What follows belongs to an exercise in optimizing a design on an open flow for small area; a production flow would make more cautious choices.
Only simulation tests tie the RTL to the original design; equivalence was not proved.
Power and IR drop assume default switching activity.

### flow/design.v
`timescale 1ns / 1ps
module mux8to1 #(
  parameter INPUT_WIDTH = 4,
  parameter IDX_WIDTH = 3
) (
  Out,
  Sel,
  In1,
  In2,
  In3,
  In4,
  In5,
  In6,
  In7
  ); 
  function [31:0] clog2 (input [31:0] x);
    reg [31:0] x_tmp;
    begin
      x_tmp = x-1;
      for(clog2=0; x_tmp>0; clog2=clog2+1) begin
        x_tmp = x_tmp >> 1;
      end
    end
  endfunction
  input  [INPUT_WIDTH-1:0] In1, In2, In3, In4, In5, In6, In7;
  input  [            2:0] Sel;
  output [INPUT_WIDTH-1:0] Out;
  reg [INPUT_WIDTH-1:0] Out;
  always @ (In1 or In2 or In3 or In4 or In5 or In6 or In7 or Sel)
    begin
      case (Sel)
        3'b000 : Out <= In1;
        3'b001 : Out <= In2;
        3'b010 : Out <= In3;
        3'b011 : Out <= In4;
        3'b100 : Out <= In5;
        3'b101 : Out <= In6;
        3'b110 : Out <= In7;
        default : Out <= {INPUT_WIDTH{1'b0}};
      endcase
    end
endmodule
`timescale 1ns / 1ps
module term_accumulator #(
  parameter ACC_BIT_WIDTH = 16,
  parameter SHIFT_WIDTH   = 3
) (
  input                          clk       ,
  input                          reset     ,
  input                          en        ,
  input      [ACC_BIT_WIDTH-1:0] pos_acc   ,
  input      [ACC_BIT_WIDTH-1:0] neg_acc   ,
  input      [              0:0] sign      ,
  input      [SHIFT_WIDTH-1:0] shift_pos ,
  output reg [ACC_BIT_WIDTH-1:0] pos_result,
  output reg [ACC_BIT_WIDTH-1:0] neg_result
);
  always @ (posedge clk) begin
    if (reset) begin
      pos_result <= 'b0;
      neg_result <= 'b0;
    end
    else
      begin
        pos_result <= pos_acc + ((1'b1<<shift_pos) & {(ACC_BIT_WIDTH){sign}}) & {(ACC_BIT_WIDTH){en}};
        neg_result <= neg_acc + ((1'b1<<shift_pos) & {(ACC_BIT_WIDTH){~sign}}) & {(ACC_BIT_WIDTH){en}};
      end
  end
endmodule
module mmac_new #(
	parameter GROUP_SIZE  = 16                    ,
	parameter DATA_WIDTH  = 3                     ,
	parameter WGT_WIDTH   = 3                     ,
	parameter MAX_BUDGET  = 16                    ,
	parameter IDX_WIDTH   = $clog2(GROUP_SIZE)    ,
	parameter WGT_IDX_LEN = MAX_BUDGET * IDX_WIDTH
) (
	input                                  clk          ,
	input                                  reset        ,
	input      [                     15:0] pos_acc      ,
	input      [                     15:0] neg_acc      ,
	input                                  update_w_i   ,
	input                                  update_idx_i ,
	input                                  mac_en_i     ,
	input      [DATA_WIDTH*GROUP_SIZE-1:0] data_in      ,
	input      [           GROUP_SIZE-1:0] data_sign_in ,
	output reg                             update_w_o   ,
	output reg                             update_idx_o ,
	output reg                             mac_en_o     ,
	output reg [DATA_WIDTH*GROUP_SIZE-1:0] data_out     ,
	output reg [           GROUP_SIZE-1:0] data_sign_out,
	output reg [                     15:0] out_pos      ,
	output reg [                     15:0] out_neg
);
	function [31:0] clog2 (input [31:0] x);
		reg [31:0] x_tmp;
		begin
			x_tmp = x-1;
			for(clog2=0; x_tmp>0; clog2=clog2+1) begin
				x_tmp = x_tmp >> 1;
			end
		end
	endfunction
	reg [WGT_WIDTH*MAX_BUDGET-1:0] W     ;
	reg [          MAX_BUDGET-1:0] W_sign;
	reg [IDX_WIDTH*MAX_BUDGET-1:0] W_idx ;
	reg [  WGT_WIDTH-1:0] wgt_in_reg     ;
    reg [          MAX_BUDGET-1:0] wgt_sign_in_reg;
    reg [IDX_WIDTH-1:0] wgt_idx_in_reg ;
    wire [  WGT_WIDTH-1:0] wgt_in     ;
    wire [          0:0] wgt_sign_in;
    wire [IDX_WIDTH-1:0] wgt_idx_in ;
	always @(posedge clk) begin : proc_W
		if(reset) begin
			W      <= 'b0;
			W_sign <= 'b0;
			W_idx  <= 'b0;
			wgt_in_reg      <= 'b0;
			wgt_sign_in_reg <= 'b0;
			wgt_idx_in_reg  <= 'b0;
		end else if(update_w_i) begin
			W      <= data_in;
			W_sign <= data_sign_in;
		end else if(update_idx_i) begin
			W_idx <= {data_in, data_sign_in};
		end else if(~update_w_i && ~update_idx_i && mac_en_i) begin
			wgt_in_reg      <= W[WGT_WIDTH*MAX_BUDGET-1:WGT_WIDTH*(MAX_BUDGET-1)];
			W               <= {W[WGT_WIDTH*(MAX_BUDGET-1)-1:0], {(WGT_WIDTH){1'b0}}};
			wgt_sign_in_reg <= W_sign[MAX_BUDGET-1];
			W_sign          <= {W_sign[(MAX_BUDGET-2):0], 1'b0};
			wgt_idx_in_reg  <= W_idx[IDX_WIDTH*MAX_BUDGET-1:IDX_WIDTH*(MAX_BUDGET-1)];
			W_idx           <= {W_idx[IDX_WIDTH*(MAX_BUDGET-1)-1:0], W_idx[IDX_WIDTH*MAX_BUDGET-1:IDX_WIDTH*(MAX_BUDGET-1)]};
		end
	end
	wire [15:0] out_pos_net, out_neg_net;
	always @(posedge clk) begin : comp_W
		if(reset) begin
			data_out      <= 'b0;
			data_sign_out <= 'b0;
			out_pos       <= 'b0;
			out_neg       <= 'b0;
			update_w_o    <= 'b0;
			update_idx_o  <= 'b0;
			mac_en_o      <= 'b0;
		end else if (mac_en_i) begin
			data_out      <= data_in ;
			data_sign_out <= data_sign_in;
			out_pos       <= out_pos_net;
			out_neg       <= out_neg_net;
			update_w_o    <= update_w_i;
			update_idx_o  <= update_idx_i;
			mac_en_o      <= mac_en_i;
		end
	end
	reg  [          0:0] data_sign_in_reg;
	wire [  DATA_WIDTH-1:0] data_in_exp     ;
	wire [          0:0] data_sign_in_exp;
	wire [          0:0] exp_sign        ;
	wire [WGT_WIDTH:0] exp_summation   ;
	assign wgt_in      = wgt_in_reg;
	assign wgt_sign_in = wgt_sign_in_reg;
	assign wgt_idx_in  = wgt_idx_in_reg;
	assign exp_summation = wgt_in + data_in_exp;
	assign exp_sign      = wgt_sign_in ^ data_sign_in_exp;
	mux8to1 #(.INPUT_WIDTH(DATA_WIDTH),.IDX_WIDTH(IDX_WIDTH)) i_data_mux (.Out(data_in_exp), .Sel(wgt_idx_in), .In1(data_in[DATA_WIDTH-1:0]),.In2(data_in[2*DATA_WIDTH-1:DATA_WIDTH]),.In3(data_in[3*DATA_WIDTH-1:2*DATA_WIDTH]),.In4(data_in[4*DATA_WIDTH-1:3*DATA_WIDTH]),.In5(data_in[5*DATA_WIDTH-1:4*DATA_WIDTH]),.In6(data_in[6*DATA_WIDTH-1:5*DATA_WIDTH]),.In7(data_in[7*DATA_WIDTH-1:6*DATA_WIDTH]));
	mux8to1 #(.INPUT_WIDTH(1),.IDX_WIDTH(IDX_WIDTH)) i_sign_mux (.Out(data_sign_in_exp), .Sel(wgt_idx_in), .In1(data_sign_in[0]),.In2(data_sign_in[1]),.In3(data_sign_in[2]),.In4(data_sign_in[3]),.In5(data_sign_in[4]),.In6(data_sign_in[5]),.In7(data_sign_in[6]));
	term_accumulator #(.ACC_BIT_WIDTH(16),.SHIFT_WIDTH(WGT_WIDTH+1)) i_term_acc (.clk(clk), .reset(reset), .en(mac_en_i),.pos_acc(pos_acc),.neg_acc(neg_acc),.sign(exp_sign),.shift_pos(exp_summation),.pos_result(out_pos_net),.neg_result(out_neg_net));
endmodule
module j_systolic_array #(
    parameter SUBARRAY_WIDTH  = 8                     ,  
    parameter SUBARRAY_HEIGHT = 4                     ,  
    parameter GROUP_SIZE      = 8                     ,
    parameter DATA_WIDTH      = 3                     ,
    parameter WGT_WIDTH       = 3                     ,
    parameter MAX_BUDGET      = 16                    ,
    parameter IDX_WIDTH       = $clog2(GROUP_SIZE)    ,
    parameter WGT_IDX_LEN     = MAX_BUDGET * IDX_WIDTH
) (
    input                                             clk                ,
    input                                             reset              ,
    input  [                  16*SUBARRAY_HEIGHT-1:0] accumulation_in_pos,
    input  [                  16*SUBARRAY_HEIGHT-1:0] accumulation_in_neg,
    input  [                     SUBARRAY_HEIGHT-1:0] mac_en             ,
    input  [DATA_WIDTH*GROUP_SIZE*SUBARRAY_WIDTH-1:0] dataflow_in        ,
    input  [           GROUP_SIZE*SUBARRAY_WIDTH-1:0] dataflow_sign_in   ,
    input  [                      SUBARRAY_WIDTH-1:0] update_w           ,
    input  [                      SUBARRAY_WIDTH-1:0] update_idx         ,
    output [                  16*SUBARRAY_HEIGHT-1:0] result             ,
    output [                     SUBARRAY_HEIGHT-1:0] result_en
);
    function [31:0] clog2 (input [31:0] x);
        reg [31:0] x_tmp;
        begin
            x_tmp = x-1;
            for(clog2=0; x_tmp>0; clog2=clog2+1) begin
                x_tmp = x_tmp >> 1;
            end
        end
    endfunction
    wire [DATA_WIDTH*GROUP_SIZE-1:0] arr_dataflow_in        [SUBARRAY_WIDTH-1:0][SUBARRAY_HEIGHT-1:0];
    wire [           GROUP_SIZE-1:0] arr_dataflow_sign_in   [SUBARRAY_WIDTH-1:0][SUBARRAY_HEIGHT-1:0];
    wire [DATA_WIDTH*GROUP_SIZE-1:0] arr_dataflow_out       [SUBARRAY_WIDTH-1:0][SUBARRAY_HEIGHT-1:0];
    wire [           GROUP_SIZE-1:0] arr_dataflow_sign_out  [SUBARRAY_WIDTH-1:0][SUBARRAY_HEIGHT-1:0];
    wire                             arr_update_w_i         [SUBARRAY_WIDTH-1:0][SUBARRAY_HEIGHT-1:0];
    wire                             arr_update_w_o         [SUBARRAY_WIDTH-1:0][SUBARRAY_HEIGHT-1:0];
    wire                             arr_update_idx_i       [SUBARRAY_WIDTH-1:0][SUBARRAY_HEIGHT-1:0];
    wire                             arr_update_idx_o       [SUBARRAY_WIDTH-1:0][SUBARRAY_HEIGHT-1:0];
    wire                             arr_mac_en_i           [SUBARRAY_WIDTH-1:0][SUBARRAY_HEIGHT-1:0];
    wire                             arr_mac_en_o           [SUBARRAY_WIDTH-1:0][SUBARRAY_HEIGHT-1:0];
    wire [                     15:0] arr_accumulation_in_pos[SUBARRAY_WIDTH-1:0][SUBARRAY_HEIGHT-1:0];
    wire [                     15:0] arr_accumulation_in_neg[SUBARRAY_WIDTH-1:0][SUBARRAY_HEIGHT-1:0];
    wire [                     15:0] arr_result_pos         [SUBARRAY_WIDTH-1:0][SUBARRAY_HEIGHT-1:0];
    wire [                     15:0] arr_result_neg         [SUBARRAY_WIDTH-1:0][SUBARRAY_HEIGHT-1:0];
    wire [   16*SUBARRAY_HEIGHT-1:0] result_pos                                                      ;
    wire [   16*SUBARRAY_HEIGHT-1:0] result_neg                                                      ;
    assign result = result_pos;
    genvar i,j;
    generate
        for (j=0; j<SUBARRAY_HEIGHT; j=j+1) begin: g_H
            for (i=0; i<SUBARRAY_WIDTH; i=i+1) begin: g_W
                assign arr_update_w_i[i][j] = update_w[i];
                assign arr_update_idx_i[i][j] = update_idx[i];
                if(j==0) begin: g_j_eq_0
                    assign arr_dataflow_in[i][0] = dataflow_in      [i*DATA_WIDTH*GROUP_SIZE +: DATA_WIDTH*GROUP_SIZE];
                    assign arr_dataflow_sign_in[i][0] = dataflow_sign_in      [i*GROUP_SIZE +: GROUP_SIZE];
                end else begin: g_j_others
                    assign arr_dataflow_in[i][j]      = arr_dataflow_out       [i][j-1];
                    assign arr_dataflow_sign_in[i][j] = arr_dataflow_sign_out       [i][j-1];
                end
                if(i==0) begin: g_i_eq_0
                    assign arr_accumulation_in_pos[0][j] = accumulation_in_pos  [16*j +: 16];
                    assign arr_accumulation_in_neg[0][j] = accumulation_in_neg  [16*j +: 16];
                    assign arr_mac_en_i[0][j]            = mac_en           [j +: 1];
                end else begin: g_i_others
                    assign arr_accumulation_in_pos[i][j] = arr_result_pos             [i-1][j];
                    assign arr_accumulation_in_neg[i][j] = arr_result_neg             [i-1][j];
                    assign arr_mac_en_i[i][j]            = arr_mac_en_o           [i-1][j];
                end
                if(i==(SUBARRAY_WIDTH-1)) begin: g_i_eq_W
                    assign result_pos[16*j+:16] = arr_result_pos             [SUBARRAY_WIDTH-1][j];
                    assign result_neg[16*j+:16] = arr_result_neg             [SUBARRAY_WIDTH-1][j];
                    assign result_en[j]  = arr_mac_en_o           [SUBARRAY_WIDTH-1][j];
                end
                mmac_new #(.GROUP_SIZE(GROUP_SIZE), .DATA_WIDTH(DATA_WIDTH), .WGT_WIDTH(WGT_WIDTH), .MAX_BUDGET(MAX_BUDGET), .IDX_WIDTH(IDX_WIDTH), .WGT_IDX_LEN(WGT_IDX_LEN)) i_j_MX_cell (
                    .clk          (clk                               ),
                    .reset        (reset                             ),
                    .pos_acc      (arr_accumulation_in_pos   [i][j]  ),
                    .neg_acc      (arr_accumulation_in_neg   [i][j]  ),
                    .update_w_i   (arr_update_w_i        [i][j]      ),
                    .mac_en_i     (arr_mac_en_i          [i][j]      ),
                    .update_idx_i (arr_update_idx_i        [i][j]    ),
                    .data_in      (arr_dataflow_in       [i][j]      ),
                    .data_sign_in (arr_dataflow_sign_in       [i][j] ),
                    .mac_en_o     (arr_mac_en_o          [i][j]      ),
                    .update_w_o   (arr_update_w_o        [i][j]      ),
                    .update_idx_o (arr_update_idx_o        [i][j]    ),
                    .data_out     (arr_dataflow_out      [i][j]      ),
                    .data_sign_out(arr_dataflow_sign_out       [i][j]),
                    .out_pos      (arr_result_pos            [i][j]  ),
                    .out_neg      (arr_result_neg            [i][j]  )
                );
            end
        end
    endgenerate
endmodule
### flow/constraint.sdc
create_clock -name core_clock -period 6.0 [get_ports {clk}]
set_input_delay 1.2000 -clock core_clock [delete_from_list [all_inputs] [get_ports {clk}]]
set_output_delay 1.2000 -clock core_clock [all_outputs]
set_load 0.01 [all_outputs]
### flow/config.mk
export PLATFORM = sky130hd
export DESIGN_NAME = j_systolic_array
export DESIGN_NICKNAME = j_systolic_array
export VERILOG_FILES = /design/flow/design.v
export SDC_FILE = /design/flow/constraint.sdc
export NUM_CORES = 4
export LEC_CHECK = 0
export CAP_MARGIN = 20
export CORE_MARGIN = 2
export CORE_UTILIZATION = 40
export PLACE_DENSITY = 0.6
export SLEW_MARGIN = 20
### flow/run.sh
#!/bin/bash
# synth_recipe.tcl (not shown) runs the flow's synth.tcl, then flattens the netlist and writes it again
# the make line also repeats each setting of config.mk as NAME=value (left out here)
make -C /OpenROAD-flow-scripts/flow DESIGN_CONFIG=/design/flow/config.mk WORK_HOME=/design/flow/orfs CLKGATE_MAP_FILE= SYNTH_SCRIPT=/design/flow/synth_recipe.tcl finish
==> impl_metrics.ini <==
[finish]
regArea_sq_um = 113000
final_core_util_pct = 45.6
areaGrowthSynthToFinish_pct = 13.7
multi_input_area_sq_um = 121000
final_area_sq_um = 275000
fin_cells = 36935
drive_gt1_share_pct = 6.55
fin_nets = 29445
reg_top3 = g_H.g_W.i_j_MX_cell.W: 1536 flops, g_H.g_W.i_j_MX_cell.W_idx: 1536 flops, g_H.g_W.i_j_MX_cell.data_out: 576 flops
fill_cells = 58275

[clock_tree]
post_cts_resized = 0
post_cts.repair.setup_buffers = 0
numCtsBuffers = 613
path_clk_slew_ns = 0.06
hold_buffers = 0
clock_sinks = 5632
clockRootBuffer = clkbuf_16
htreeDepth = 6
cts_tree = done
cts.path.max_buffers = 4
clk_latency_ns = 1.12

[floorplan]
initial_core_util_pct = 40.1
die_area_sq_um = 611000
die_height_um = 782
die_x_um = 782
rows = 285
core_area_sq_um = 602000
num_io_pins = 474

[power]
power_mw = 84.6
p_leak_nw = 101
powerDensity_nw_per_um2 = 308
peakVddDrop_v = 0.000336

[synthesis]
syn_area_sq_um = 242000
synth_nets = 29845
postSynth.asyncResetShare_pct = 0
synth_ff_type = dfxtp_1
synthCells = 28799
synth-seq-cells = 5632
ys_seq_area_share_pct = 46.6
syn_avg_cell_area_sq_um = 8.40
synth_warnings = 5
synth_edf_count = 0
synth_cell_types = 79

[setup_path]
cp_common_cell = nor2_1
r2r_cells = 19
worst_setup_path_start_kind = flop
cp_top_family = compound AO/OA/AOI/OAI gates
critical_path_class = flop to flop
rr_startpoint = g_H[2].g_W[4].i_j_MX_cell.wgt_idx_in_reg[1]
cp.required_ns = 6.93
crit_path_max_fanout = 13
slowest_delay_ns = 0.69
crit_arrival_ns = 6.52
cp_cell_sequence = mux2_2, a21oi_1, o21ai_0, ha_1, inv_1, fa_1, xnor2_1, nor2_1, nand2_1, nor2_1, ha_1, fa_1, a21o_1, a21oi_1, o21ai_0, a2111oi_0, o31ai_1, xnor2_1, nor2_1
ff2ff_setup_slack_ns = 0.42
path_buf_inv = 1
crit_path_end_kind = flop
crit_slowest_cell = dfxtp_1

[timing]
setup-tns-final_ns = 0
period_needed_ns = 5.58
slew_headroom_pct = 18.9
whs_ns = 0.386
tightest_slew_ns = 1.22
finalWorstSetupSlack_ns = 0.417
hold_viol_final = 0
max_freq_ghz = 0.179
fin_crit_sh_pct = 93.1
rsz0062_at_grt = no
drv_slew = 0
setup_viol = 0
skew_ns = 0.0713

[routing]
ant_nets = 0
via_count = 191932
drt_pass1_iterations = 7
viasPerCell = 5.20
wirelength_um = 634000
wl_per_cell_um = 17.2
drc = 0
drt_iter0_markers = 13307

[worst_hold_path]
hold_depth = 2
hold_path_class = flop to flop
hold_start = g_H[1].g_W[4].i_j_MX_cell.W[46]
holdPathEnd = g_H[1].g_W[4].i_j_MX_cell.wgt_in_reg[1]

[place]
routabilityCongestion = 0.864
port_buffers = 409
hpwl_um = 431000
placed_cell_area_sq_um = 254000
placedCellCount = 35818
pre_cts_ws_ns = -0.656

[global_routing]
antenna_found_initial = 23
grt_pass1_vias = 175370
grtUsageTotal_pct = 19.8
grt_max_degree = 236
grt_pass1_wl_um = 1000000
overflow = 0

[status]
status = no timing/DRC/antenna violations

[run]
maxCapViolCount = 0
==> cells in the mapped netlist (209+ instances only) <==
cell / n / area share, %
nor3_1: 244 / 0.51
buf_1: 234 / 0.36
nand2b_1: 209 / 0.54
mux2i_1: 2516 / 10
clkbuf_1: 1763 / 2.7
dfxtp_1: 5632 / 47
o21ai_0: 326 / 0.67
a211oi_1: 1109 / 3.4
nand2_1: 4854 / 7.5
a22oi_1: 525 / 1.6
ha_1: 576 / 3.0
nor2_1: 5067 / 7.9
inv_1: 262 / 0.41
xnor2_1: 252 / 0.91
a21oi_1: 3506 / 7.3
==> worst register-to-register path: cells and delay by family, from the launching register on <==
| family | cells | cell delay, ns |
|---|---|---|
| simple gates | 4 | 0.38 |
| compound gates | 7 | 2.01 |
| flops | 1 | 0.69 |
| buf+inv | 1 | 0.06 |
| fa+ha+maj | 4 | 1.37 |
| xor+xnor | 2 | 0.64 |
| mux | 1 | 0.27 |
==> layout make-up <==
cell class	count	share of cell area, %
multi-input combinational	20884	44.0
tap	8036	3.66
clock inverter	215	1.09
timing repair buffer	1004	3.28
inverter	264	0.361
antenna	9	0.00819
sequential	5632	41.1
clock buffer	891	6.51
==> cells by family after synthesis <==
group                      synth area share, %
and+or+nand+nor                           18.1
adders and majority gates                 3.51
DFF                                       46.6
AOI/OAI and AO/OA                         15.2
muxes                                     11.4
buffers and inverters                     3.56
xor gates and xnor gates                  1.58
==> power breakdown <==
part | internal (mW) | total [mW] | switching [mW]
Combinational | 2.30 | 6.39 | 4.08
Clock | 22.7 | 38.6 | 16.0
Sequential | 38.5 | 39.6 | 1.12
Total | 63.4 | 84.6 | 21.2
==> per-layer routing <==
| metal | up-vias | global-route usage (%) | share of wire (%) |
|---|---|---|---|
| li1 | 97440 | - | - |
| met1 | 90148 | 27.4 | 47 |
| met2 | 3474 | 32.5 | 46 |
| met3 | 862 | 2.19 | 4.0 |
| met4 | 8 | 5.61 | 2.9 |
| met5 | - | 0 | 0.0084 |
==> cells in the final DEF (no fill, tap or decap), drive strengths merged, types with 74 or more instances in the layout <==
cell type,netlist,routed
clkbuf,1763,905
a21oi,3506,3506
a31oi,74,74
nor2,5067,5067
xor2,181,181
nor4,97,97
clkinv,2,141
mux2i,2516,2516
xnor2,252,252
nand2b,209,209
a21o,181,181
mux4,74,74
clkdlybuf4s50,0,389
o21ai,326,326
ha,576,576
dfxtp,5632,5632
a211oi,1109,1109
a22oi,525,525
o21bai,81,81
o21a,87,87
nor3,244,244
nor2b,138,138
buf,256,601
nand2,4854,4854
inv,262,283
==> worst max-delay path by stage <==
stage                                                            from    to  slack [ns]  cells past startpoint
after floorplan                                      dataflow_in[177]  flop        0.82                     16
final                     g_H[2].g_W[4].i_j_MX_cell.wgt_idx_in_reg[1]  flop        0.42                     19
after CTS                 g_H[0].g_W[4].i_j_MX_cell.wgt_idx_in_reg[1]  flop        0.21                     22
after detailed placement                             dataflow_in[102]  flop       -0.66                     23
after global routing      g_H[2].g_W[4].i_j_MX_cell.wgt_idx_in_reg[1]  flop        0.07                     19
after global placement                               dataflow_in[102]  flop       -0.78                     25

==> separate check: timing with driven ports <==
No port has a modelled driver above. Below, the same layout with a new extraction and two added sets of constraints. Step 1: set_driving_cell puts a clkbuf_16 on clk and a buf_2 on each other input, an assumption about the parent block. Step 2 adds t to the input delays and takes it off the output delays; t is the mean of the earliest and latest rising clock arrival at the registers after step 1. Input paths then give back, and output paths get back, about the clock's delay inside the block. Three values: ideal ports, drivers, drivers and shift; two values: the first two.
shift t [ns]: 1.200
setup WS [ns]: 0.417 / 0.417 / -0.431
hold slack, ns: 0.386 / 0.386 / 0.386
worst setup path after step 2: input to register
worst register clock-pin slew, ns: 0.07 / 0.07
Met with ideal ports but missed after step 2: setup timing in this run. For this run, drivers alone change the setup slack by 0.000 ns; drivers and shift together by -0.848 ns.
